This is an optimization exercise on Yosys and OpenROAD, whose aim is small area, not a production implementation.
Only simulation tests tie the RTL to the original design; equivalence was not proved.
Power figures rest on the tool's default switching activity, not on a simulated workload.

==> v15: inputs <==
Design display, start of the top module:
module display (
input wire clk,
input wire rst,
input wire btnU, btnL, btnR, btnD, btnP,
output wire hsync, vsync,
output wire [3:0] red, green, blue,
output wire [6:0] seg,
output wire [3:0] an
);
Settings: LEC_CHECK=0, ABC_AREA=1, CAP_MARGIN=20, CORE_MARGIN=2, CORE_UTILIZATION=70, SLEW_MARGIN=20, BUFFER_PORTS_ARGS=-buffer_cell sky130_fd_sc_hd__buf_1; clock period 10.0 ns.
standard.sh (not shown) runs the stock make flow with config.mk's settings and CLKGATE_MAP_FILE= SYNTH_SCRIPT=/design/flow/synth_recipe.tcl, a recipe that flattens the netlist after the stock synthesis.
==> flow/flow/run.sh <==
#!/bin/bash
# Own layout flow: the standard synthesis, then the combinational logic
# between the registers is mapped again by ABC for area (the registers, their
# names and cell types are kept as the standard synthesis gave them), then
# the standard layout from the floorplan on.
set -euo pipefail
HERE=$(pwd)
RES=$HERE/orfs/results/$FLOW_PLATFORM/display/base
LIB=$FLOW_HOME/platforms/$FLOW_PLATFORM/lib/sky130_fd_sc_hd__tt_025C_1v80.lib
YOSYS=$(command -v yosys || echo /OpenROAD-flow-scripts/tools/install/yosys/bin/yosys)
[ -x "$YOSYS" ] || YOSYS=$FLOW_HOME/../tools/install/yosys/bin/yosys

bash standard.sh synth > synth.log 2>&1

DU=""
for c in $(sed -n '/DONT_USE_CELLS += /,/^$/p' $FLOW_HOME/platforms/$FLOW_PLATFORM/config.mk | grep -o 'sky130_fd_sc_hd__[a-z0-9_]*'); do
  DU="$DU -dont_use $c"
done

cp $RES/1_2_yosys.v $HERE/1_2_yosys_standard.v
cat > $HERE/reopt.ys <<EOS
read_liberty -ignore_miss_func $LIB
read_verilog $HERE/1_2_yosys_standard.v
hierarchy -top $FLOW_TOP
blackbox sky130_fd_sc_hd__*df* sky130_fd_sc_hd__conb*
flatten
opt -purge
abc -liberty $LIB $DU -script $HERE/flow/area.abc
setundef -zero
splitnets
opt_clean -purge
hilomap -singleton -hicell sky130_fd_sc_hd__conb_1 HI -locell sky130_fd_sc_hd__conb_1 LO
insbuf -buf sky130_fd_sc_hd__buf_4 A X
opt_clean -purge
stat -liberty $LIB
check
write_verilog -noattr -nohex -nodec $HERE/1_2_yosys_area.v
EOS
$YOSYS -s $HERE/reopt.ys > reopt.log 2>&1

# Prove the new netlist equal to the standard one (registers paired by name);
# keep the standard netlist if the proof does not go through.
cat > $HERE/equiv.ys <<EOS
read_liberty -ignore_miss_func $LIB
read_verilog $HERE/1_2_yosys_standard.v
rename $FLOW_TOP gold
read_verilog $HERE/1_2_yosys_area.v
rename $FLOW_TOP gate
hierarchy -check
flatten gold gate
opt_clean
equiv_make gold gate eq
hierarchy -top eq
equiv_simple -undef
equiv_induct -undef
equiv_status -assert
EOS
if $YOSYS -s $HERE/equiv.ys > equiv.log 2>&1; then
  cp $HERE/1_2_yosys_area.v $RES/1_2_yosys.v
else
  echo "equivalence proof failed; keeping the standard netlist" >> equiv.log
fi
rm -f $RES/1_synth.odb $RES/1_synth.sdc

# Port buffers: the standard flow buffers every input and output port; use
# the smallest buffer cell for them (the ports' loads are small).
printf '\nexport BUFFER_PORTS_ARGS = -buffer_cell sky130_fd_sc_hd__buf_1\n' >> $HERE/config.mk

bash standard.sh finish > finish.log 2>&1
==> flow/flow/area.abc <==
strash
&get -n
&deepsyn -T 60
&put
balance -l; resub -K 6 -l; rewrite -l; resub -K 6 -N 2 -l; refactor -l; resub -K 8 -l; balance -l; resub -K 8 -N 2 -l; rewrite -l; resub -K 10 -l; rewrite -z -l; resub -K 10 -N 2 -l; balance -l; resub -K 12 -l; refactor -z -l; resub -K 12 -N 2 -l; rewrite -z -l; balance -l
dch -f
amap
topo
==> v6: changes against v15 <==
--- a/flow/design.v
+++ b/flow/design.v
@@ -16,30 +16,31 @@
 endmodule
 `timescale 1ns / 1ps
 module display (
 input wire clk,
 input wire rst,
 input wire btnU, btnL, btnR, btnD, btnP,
-output wire hsync, vsync,
+output reg hsync, vsync,
 output wire [3:0] red, green, blue,
 output wire [6:0] seg,
 output wire [3:0] an
 );
 wire [1:0] cnt;
 wire en;
 Clock clock_ (.clk(clk), .rst(rst), .cnt(cnt), .en(en));
 reg [6:0] hH;    
 reg [3:0] hL;
 reg [5:0] vH;    
 reg [3:0] vL;
 wire [10:0] hc = {hH, hL};
-reg started;    
 wire [9:0]  vc = {vH, vL};
 always @(posedge clk)
   if (rst) begin
     hH <= 0; hL <= 0; vH <= 0; vL <= 0;
+    hsync <= 0;
+    vsync <= 0;
   end else if (en) begin
     if (hL == 4'd9) begin
       hL <= 0;
       if (hH == 7'd79) begin
         hH <= 0;
         if (vc == ((((524)/10)<<4) | ((524)%10))) begin
@@ -49,25 +50,24 @@
         end else
           vL <= vL + 1'b1;
       end else
         hH <= hH + 1'b1;
     end else
       hL <= hL + 1'b1;
+    vsync <= !(vc >= ((((490)/10)<<4) | ((490)%10)) && vc < ((((492)/10)<<4) | ((492)%10)));
+    hsync <= !(hc >= ((((656)/10)<<4) | ((656)%10)) && hc < ((((752)/10)<<4) | ((752)%10)));
   end
 wire fast  = en && hL == 4'd4;
-wire first = hc == 0 && vc == 0 && !started;
-assign hsync = !first && !(hc >= ((((657)/10)<<4) | ((657)%10)) && hc <= ((((752)/10)<<4) | ((752)%10)));
-assign vsync = !first && !(hL == 0 && hH == 0 ? (vH == 6'd49 && (vL == 4'd1 || vL == 4'd2))
-                                                : (vH == 6'd49 && vL <= 4'd1));
 wire blink = en && hL == 4'd9 && (hH == 7'd9 || hH == 7'd29 || hH == 7'd49 || hH == 7'd69);
 wire gstep = hH[3:0] == 4'd15;     
 reg [8:0] ph, pv, gh, gv;
 reg [1:0] dir_reg;
 reg pse, btnP_q;
 reg dot1, dot2, dot3;
 reg [1:0] digit0;
+reg started;
 localparam LEFT = 2'b10;
 localparam RIGHT = 2'b01;
 localparam UP = 2'b00;
 localparam DOWN = 2'b11;
     function blkR (input [8:0] x, y);
         blkR = (x >= 9'd399) ||
@@ -145,14 +145,14 @@
 reg gbR, gbL, gbU, gbD;
 always @(posedge clk)
   if (!fast) begin
     gbR <= bR; gbL <= bL; gbU <= bU; gbD <= bD;
   end
 function hitDot (input [8:0] x, y, input [9:0] cx, cy);
-    hitDot = (x < cx + 16) && (x != cx) && (cx < 100 || x > cx - 50) &&
-             (y < cy + 16) && (y != cy) && (cy < 100 || y > cy - 50);
+    hitDot = ((x > cx && x < cx + 16) || (cx > x && cx < x + 50)) &&
+             ((y > cy && y < cy + 16) || (cy > y && cy < y + 50));
 endfunction
 wire [1:0] dir_next = (btnD && !btnU) ? DOWN :
                       (btnU && !btnD) ? UP :
                       (btnR && !btnL) ? RIGHT :
                       (btnL && !btnR) ? LEFT : dir_reg;
 always @(posedge clk)
==> flow/run.sh (new file) <==
#!/bin/bash
# synth_recipe.tcl (not shown) runs the flow's synth.tcl, then flattens the netlist and writes it again
# the make line also repeats each setting of config.mk as NAME=value (left out here)
make -C /OpenROAD-flow-scripts/flow DESIGN_CONFIG=/design/flow/config.mk WORK_HOME=/design/flow/orfs CLKGATE_MAP_FILE= SYNTH_SCRIPT=/design/flow/synth_recipe.tcl finish
==> flow/config.mk (replaced) <==
export PLATFORM = sky130hd
export DESIGN_NAME = display
export DESIGN_NICKNAME = display
export VERILOG_FILES = /design/flow/design.v
export SDC_FILE = /design/flow/constraint.sdc
export NUM_CORES = 4
export LEC_CHECK = 0
export ABC_AREA = 1
export CAP_MARGIN = 20
export CORE_MARGIN = 2
export CORE_UTILIZATION = 40
export SLEW_MARGIN = 20
removed: flow/flow/run.sh
removed: flow/flow/area.abc
removed: flow/standard.sh
==> notes.md <==
In v15 the sequential cell count is lower than in v6, by 2.
Of v6 and v15, v6 has the higher synthesized cell count (gap about 70%, measured against v15).
Between v15 and v6, the lower global-route usage is in v6 (gap 18 points).
Between v6 and v15, the lower clock power is in v15 (gap about 45%, measured against v15).
In v6 the via count is higher than in v15, by about 37%.
Clock skew: v6 is lower than v15 (0.73 ps).
Of v15 and v6, v6 has the higher non-clock buffer count (gap 2).
Against v6, the first-iteration DRC count of v15 is lower by 9.9%.

---

==> run P <==
display with an RTL version that a note above also has.
==> flow/config.mk <==
export PLATFORM = sky130hd
export DESIGN_NAME = display
export DESIGN_NICKNAME = display
export VERILOG_FILES = /design/flow/design.v
export SDC_FILE = /design/flow/constraint.sdc
export NUM_CORES = 4
export LEC_CHECK = 0
export ABC_AREA = 1
export CAP_MARGIN = 20
export CORE_MARGIN = 2
export CORE_UTILIZATION = 40
export SLEW_MARGIN = 20
==> flow/constraint.sdc <==
create_clock -name core_clock -period 10.0 [get_ports {clk}]
set_input_delay 2.0000 -clock core_clock [delete_from_list [all_inputs] [get_ports {clk}]]
set_output_delay 2.0000 -clock core_clock [all_outputs]
set_load 0.01 [all_outputs]
==> flow/flow/run.sh <==
#!/bin/bash
# Own layout flow: the standard synthesis, then the combinational logic
# between the registers is mapped again by ABC for area (the registers, their
# names and cell types are kept as the standard synthesis gave them), then
# the standard layout from the floorplan on.
set -euo pipefail
HERE=$(pwd)
RES=$HERE/orfs/results/$FLOW_PLATFORM/display/base
LIB=$FLOW_HOME/platforms/$FLOW_PLATFORM/lib/sky130_fd_sc_hd__tt_025C_1v80.lib
YOSYS=$(command -v yosys || echo /OpenROAD-flow-scripts/tools/install/yosys/bin/yosys)
[ -x "$YOSYS" ] || YOSYS=$FLOW_HOME/../tools/install/yosys/bin/yosys

bash standard.sh synth > synth.log 2>&1

DU=""
for c in $(sed -n '/DONT_USE_CELLS += /,/^$/p' $FLOW_HOME/platforms/$FLOW_PLATFORM/config.mk | grep -o 'sky130_fd_sc_hd__[a-z0-9_]*'); do
  DU="$DU -dont_use $c"
done

cp $RES/1_2_yosys.v $HERE/1_2_yosys_standard.v
cat > $HERE/reopt.ys <<EOS
read_liberty -ignore_miss_func $LIB
read_verilog $HERE/1_2_yosys_standard.v
hierarchy -top $FLOW_TOP
blackbox sky130_fd_sc_hd__*df* sky130_fd_sc_hd__conb*
flatten
opt -purge
abc -liberty $LIB $DU -script $HERE/flow/area.abc
setundef -zero
splitnets
opt_clean -purge
hilomap -singleton -hicell sky130_fd_sc_hd__conb_1 HI -locell sky130_fd_sc_hd__conb_1 LO
insbuf -buf sky130_fd_sc_hd__buf_4 A X
opt_clean -purge
stat -liberty $LIB
check
write_verilog -noattr -nohex -nodec $HERE/1_2_yosys_area.v
EOS
$YOSYS -s $HERE/reopt.ys > reopt.log 2>&1

# Prove the new netlist equal to the standard one (registers paired by name);
# keep the standard netlist if the proof does not go through.
cat > $HERE/equiv.ys <<EOS
read_liberty -ignore_miss_func $LIB
read_verilog $HERE/1_2_yosys_standard.v
rename $FLOW_TOP gold
read_verilog $HERE/1_2_yosys_area.v
rename $FLOW_TOP gate
hierarchy -check
flatten gold gate
opt_clean
equiv_make gold gate eq
hierarchy -top eq
equiv_simple -undef
equiv_induct -undef
equiv_status -assert
EOS
if $YOSYS -s $HERE/equiv.ys > equiv.log 2>&1; then
  cp $HERE/1_2_yosys_area.v $RES/1_2_yosys.v
else
  echo "equivalence proof failed; keeping the standard netlist" >> equiv.log
fi
rm -f $RES/1_synth.odb $RES/1_synth.sdc

bash standard.sh finish > finish.log 2>&1
==> flow/flow/area.abc <==
strash
&get -n
&deepsyn -T 60
&put
balance -l; resub -K 6 -l; rewrite -l; resub -K 6 -N 2 -l; refactor -l; resub -K 8 -l; balance -l; resub -K 8 -N 2 -l; rewrite -l; resub -K 10 -l; rewrite -z -l; resub -K 10 -N 2 -l; balance -l; resub -K 12 -l; refactor -z -l; resub -K 12 -N 2 -l; rewrite -z -l; balance -l
dch -f
amap
topo
==> run E: changes against run P <==
--- a/flow/design.v
+++ b/flow/design.v
@@ -15,33 +15,32 @@
         end
 endmodule
 `timescale 1ns / 1ps
 module display (
 input wire clk,
 input wire rst,
 input wire btnU, btnL, btnR, btnD, btnP,
-output reg hsync, vsync,
+output wire hsync, vsync,
 output wire [3:0] red, green, blue,
 output wire [6:0] seg,
 output wire [3:0] an
 );
 wire [1:0] cnt;
 wire en;
 Clock clock_ (.clk(clk), .rst(rst), .cnt(cnt), .en(en));
 reg [6:0] hH;    
 reg [3:0] hL;
 reg [5:0] vH;    
 reg [3:0] vL;
 wire [10:0] hc = {hH, hL};
+reg started;    
 wire [9:0]  vc = {vH, vL};
 always @(posedge clk)
   if (rst) begin
     hH <= 0; hL <= 0; vH <= 0; vL <= 0;
-    hsync <= 0;
-    vsync <= 0;
   end else if (en) begin
     if (hL == 4'd9) begin
       hL <= 0;
       if (hH == 7'd79) begin
         hH <= 0;
         if (vc == ((((524)/10)<<4) | ((524)%10))) begin
           vH <= 0; vL <= 0;
@@ -49,26 +48,27 @@
           vL <= 0; vH <= vH + 1'b1;
         end else
           vL <= vL + 1'b1;
       end else
         hH <= hH + 1'b1;
     end else
       hL <= hL + 1'b1;
-    vsync <= !(vc >= ((((490)/10)<<4) | ((490)%10)) && vc < ((((492)/10)<<4) | ((492)%10)));
-    hsync <= !(hc >= ((((656)/10)<<4) | ((656)%10)) && hc < ((((752)/10)<<4) | ((752)%10)));
   end
 wire fast  = en && hL == 4'd4;
+wire first = hc == 0 && vc == 0 && !started;
+assign hsync = !first && !(hc >= ((((657)/10)<<4) | ((657)%10)) && hc <= ((((752)/10)<<4) | ((752)%10)));
+assign vsync = !first && !(hL == 0 && hH == 0 ? (vH == 6'd49 && (vL == 4'd1 || vL == 4'd2))
+                                                : (vH == 6'd49 && vL <= 4'd1));
 wire blink = en && hL == 4'd9 && (hH == 7'd9 || hH == 7'd29 || hH == 7'd49 || hH == 7'd69);
 wire gstep = hH[3:0] == 4'd15;     
 reg [8:0] ph, pv, gh, gv;
 reg [1:0] dir_reg;
 reg pse, btnP_q;
 reg dot1, dot2, dot3;
 reg [1:0] digit0;
-reg started;
 localparam LEFT = 2'b10;
 localparam RIGHT = 2'b01;
 localparam UP = 2'b00;
 localparam DOWN = 2'b11;
     function blkR (input [8:0] x, y);
         blkR = (x >= 9'd399) ||
                (x >= 9'd69 && x <= 9'd127 && y >= 9'd70 && y <= 9'd200) ||
@@ -139,21 +139,20 @@
 wire gh_lt = c_pos;       
 wire gv_gt = cq_neg;      
 wire gv_lt = cq_pos;      
 wire [8:0] wx = fast ? ph : gh;
 wire [8:0] wy = fast ? pv : gv;
 wire bR = blkR(wx, wy), bL = blkL(wx, wy), bU = blkU(wx, wy), bD = blkD(wx, wy);
 reg gbR, gbL, gbU, gbD;
-always @(posedge clk)
-  if (!fast) begin
-    gbR <= bR; gbL <= bL; gbU <= bU; gbD <= bD;
-  end
+always @(posedge clk) begin
+  gbR <= bR; gbL <= bL; gbU <= bU; gbD <= bD;
+end
 function hitDot (input [8:0] x, y, input [9:0] cx, cy);
-    hitDot = ((x > cx && x < cx + 16) || (cx > x && cx < x + 50)) &&
-             ((y > cy && y < cy + 16) || (cy > y && cy < y + 50));
+    hitDot = (x < cx + 16) && (x != cx) && (cx < 100 || x > cx - 50) &&
+             (y < cy + 16) && (y != cy) && (cy < 100 || y > cy - 50);
 endfunction
 wire [1:0] dir_next = (btnD && !btnU) ? DOWN :
                       (btnU && !btnD) ? UP :
                       (btnR && !btnL) ? RIGHT :
                       (btnL && !btnR) ? LEFT : dir_reg;
 always @(posedge clk)
   if (rst) begin
@@ -253,30 +252,31 @@
 always @(posedge clk) begin
   s1 <= s_in;
   s2 <= s1;
   s3 <= s2;
 end
 wire square_on = s3 && s2;
 wire ghost_on = s1 && s_in;
-reg r_on, g0, g1, g2, b0, b12;
-always @(posedge clk)
-  if (rst) begin
-    r_on <= 0; g0 <= 0; g1 <= 0; g2 <= 0; b0 <= 0; b12 <= 0;
-  end else if (en) begin
-    if (ghost_on) begin
-      r_on <= 0; g0 <= 1; g1 <= 1; g2 <= 1; b0 <= 1; b12 <= 1;
-    end else if (square_on && collision) begin
-      r_on <= 1; g0 <= 1; g1 <= 0; g2 <= 0; b0 <= 0; b12 <= 0;
-    end else if (square_on) begin
-      r_on <= 1; g0 <= 1; g1 <= 1; g2 <= 1; b0 <= 0; b12 <= 0;
-    end else if (maze_on) begin
-      r_on <= 0; g0 <= 0; g1 <= 0; g2 <= 0; b0 <= 1; b12 <= 1;
-    end else if (dots_on) begin
-      r_on <= 1; g0 <= 1; g1 <= 0; g2 <= 1; b0 <= 0; b12 <= 1;
-    end else begin
-      r_on <= 0; g0 <= 0; g1 <= 0; g2 <= 0; b0 <= 0; b12 <= 0;
-    end
-  end
-assign red   = {1'b0, r_on, r_on, r_on};
-assign green = {1'b0, g2, g1, g0};
-assign blue  = {1'b0, b12, b12, b0};
+localparam C_BLACK = 3'd0, C_GHOST = 3'd1, C_HIT = 3'd2, C_PAC = 3'd3, C_MAZE = 3'd4, C_DOT = 3'd5;
+reg [2:0] col;
+always @(posedge clk)
+  if (rst) col <= C_BLACK;
+  else if (en)
+    col <= ghost_on ? C_GHOST :
+           (square_on && collision) ? C_HIT :
+           square_on ? C_PAC :
+           maze_on ? C_MAZE :
+           dots_on ? C_DOT : C_BLACK;
+reg [2:0] r3, g3, b3;
+always @*
+  case (col)
+    C_GHOST: begin r3 = 3'd0; g3 = 3'd7; b3 = 3'd7; end
+    C_HIT:   begin r3 = 3'd7; g3 = 3'd1; b3 = 3'd0; end
+    C_PAC:   begin r3 = 3'd7; g3 = 3'd7; b3 = 3'd0; end
+    C_MAZE:  begin r3 = 3'd0; g3 = 3'd0; b3 = 3'd7; end
+    C_DOT:   begin r3 = 3'd7; g3 = 3'd5; b3 = 3'd6; end
+    default: begin r3 = 3'd0; g3 = 3'd0; b3 = 3'd0; end
+  endcase
+assign red   = {1'b0, r3};
+assign green = {1'b0, g3};
+assign blue  = {1'b0, b3};
 endmodule
--- a/flow/flow/run.sh
+++ b/flow/flow/run.sh
@@ -14,33 +14,50 @@
 
 DU=""
 for c in $(sed -n '/DONT_USE_CELLS += /,/^$/p' $FLOW_HOME/platforms/$FLOW_PLATFORM/config.mk | grep -o 'sky130_fd_sc_hd__[a-z0-9_]*'); do
   DU="$DU -dont_use $c"
 done
 
 cp $RES/1_2_yosys.v $HERE/1_2_yosys_standard.v
-cat > $HERE/reopt.ys <<EOS
+
+# Map the logic again with ABC's deep synthesis under several random seeds
+# (four at a time) and keep the smallest result.
+C2="balance -l; resub -K 6 -l; rewrite -l; resub -K 6 -N 2 -l; refactor -l; resub -K 8 -l; balance -l; resub -K 8 -N 2 -l; rewrite -l; resub -K 10 -l; rewrite -z -l; resub -K 10 -N 2 -l; balance -l; resub -K 12 -l; refactor -z -l; resub -K 12 -N 2 -l; rewrite -z -l; balance -l"
+reopt () {
+  local n=$1
+  printf 'strash\n&get -n\n&deepsyn -T 60 -S %s\n&put\n%s\ndch -f\namap\nstrash\ndch -f\namap\ntopo\n' $n "$C2" > $HERE/area_$n.abc
+  cat > $HERE/reopt_$n.ys <<EOS
 read_liberty -ignore_miss_func $LIB
 read_verilog $HERE/1_2_yosys_standard.v
 hierarchy -top $FLOW_TOP
 blackbox sky130_fd_sc_hd__*df* sky130_fd_sc_hd__conb*
 flatten
 opt -purge
-abc -liberty $LIB $DU -script $HERE/flow/area.abc
+abc -liberty $LIB $DU -script $HERE/area_$n.abc
 setundef -zero
 splitnets
 opt_clean -purge
 hilomap -singleton -hicell sky130_fd_sc_hd__conb_1 HI -locell sky130_fd_sc_hd__conb_1 LO
 insbuf -buf sky130_fd_sc_hd__buf_4 A X
 opt_clean -purge
-stat -liberty $LIB
-check
-write_verilog -noattr -nohex -nodec $HERE/1_2_yosys_area.v
+tee -o $HERE/stat_$n.txt stat -liberty $LIB
+write_verilog -noattr -nohex -nodec $HERE/1_2_yosys_area_$n.v
 EOS
-$YOSYS -s $HERE/reopt.ys > reopt.log 2>&1
+  $YOSYS -s $HERE/reopt_$n.ys > reopt_$n.log 2>&1 || true
+}
+for n in 1 2 3 4; do reopt $n & done; wait
+for n in 5 6 7 8; do reopt $n & done; wait
+best=""; bestarea=""
+for n in 1 2 3 4 5 6 7 8; do
+  a=$(grep -o "Chip area for module .*: [0-9.]*" $HERE/stat_$n.txt 2>/dev/null | awk '{print $NF}' || true)
+  [ -n "$a" ] || continue
+  if [ -z "$best" ] || awk "BEGIN{exit !($a < $bestarea)}"; then best=$n; bestarea=$a; fi
+done
+echo "best seed $best area $bestarea" > reopt.log
+if [ -n "$best" ]; then cp $HERE/1_2_yosys_area_$best.v $HERE/1_2_yosys_area.v; else cp $HERE/1_2_yosys_standard.v $HERE/1_2_yosys_area.v; fi
 
 # Prove the new netlist equal to the standard one (registers paired by name);
 # keep the standard netlist if the proof does not go through.
 cat > $HERE/equiv.ys <<EOS
 read_liberty -ignore_miss_func $LIB
 read_verilog $HERE/1_2_yosys_standard.v
 rename $FLOW_TOP gold
@@ -58,8 +75,12 @@
 if $YOSYS -s $HERE/equiv.ys > equiv.log 2>&1; then
   cp $HERE/1_2_yosys_area.v $RES/1_2_yosys.v
 else
   echo "equivalence proof failed; keeping the standard netlist" >> equiv.log
 fi
 rm -f $RES/1_synth.odb $RES/1_synth.sdc
 
+# Port buffers: the standard flow buffers every input and output port; use
+# the smallest buffer cell for them (the ports' loads are small).
+printf '\nexport BUFFER_PORTS_ARGS = -buffer_cell sky130_fd_sc_hd__buf_1\n' >> $HERE/config.mk
+
 bash standard.sh finish > finish.log 2>&1
BUFFER_PORTS_ARGS = -buffer_cell sky130_fd_sc_hd__buf_1   (was not set)
CORE_UTILIZATION = 60   (was 40)
removed: flow/flow/area.abc
==> notes <==
Of run E and run P, run E has the higher core utilization (gap 20 points). Run E went through all stages and came out clean. Run P went through all stages and came out clean. Between run E and run P, the lower synthesized cell count is in run E (gap 2.9%, measured against run P). Between run P and run E, the lower via count is in run P (gap 3.3%, measured against run E). In run E the register-to-register slack is worse than in run P, by 0.18 ns. Of run P and run E, run P has the higher worst setup slack (gap 0.18 ns).

[afterwards: timing with drivers on the ports]
No port has a modelled driver above. Below, the same layouts with a new extraction and two added sets of constraints. Step 1 (the two cells are an assumption about what drives the block):
set clk [get_ports {clk}]
set_driving_cell -lib_cell sky130_fd_sc_hd__clkbuf_16 $clk
set_driving_cell -lib_cell sky130_fd_sc_hd__buf_2 [delete_from_list [all_inputs] $clk]
Step 2 times the ports against the registers' clock, not the clock port: input delays grow and output delays shrink by t, the midpoint of the rising clock arrivals with the driver on. Slacks: ideal / step 1 / step 2; pairs: ideal / step 1.
run	t (ns)	setup slack, ns	worst data-port slew with drivers (ns)
v15	0.404	2.583 / 2.583 / 2.583	0.03
v6	0.403	4.916 / 4.869 / 5.200	0.03
run P	0.395	3.264 / 3.264 / 3.264	0.03
run E	0.412	3.089 / 3.089 / 3.089	0.03
After both steps setup and hold are still met in every run listed.
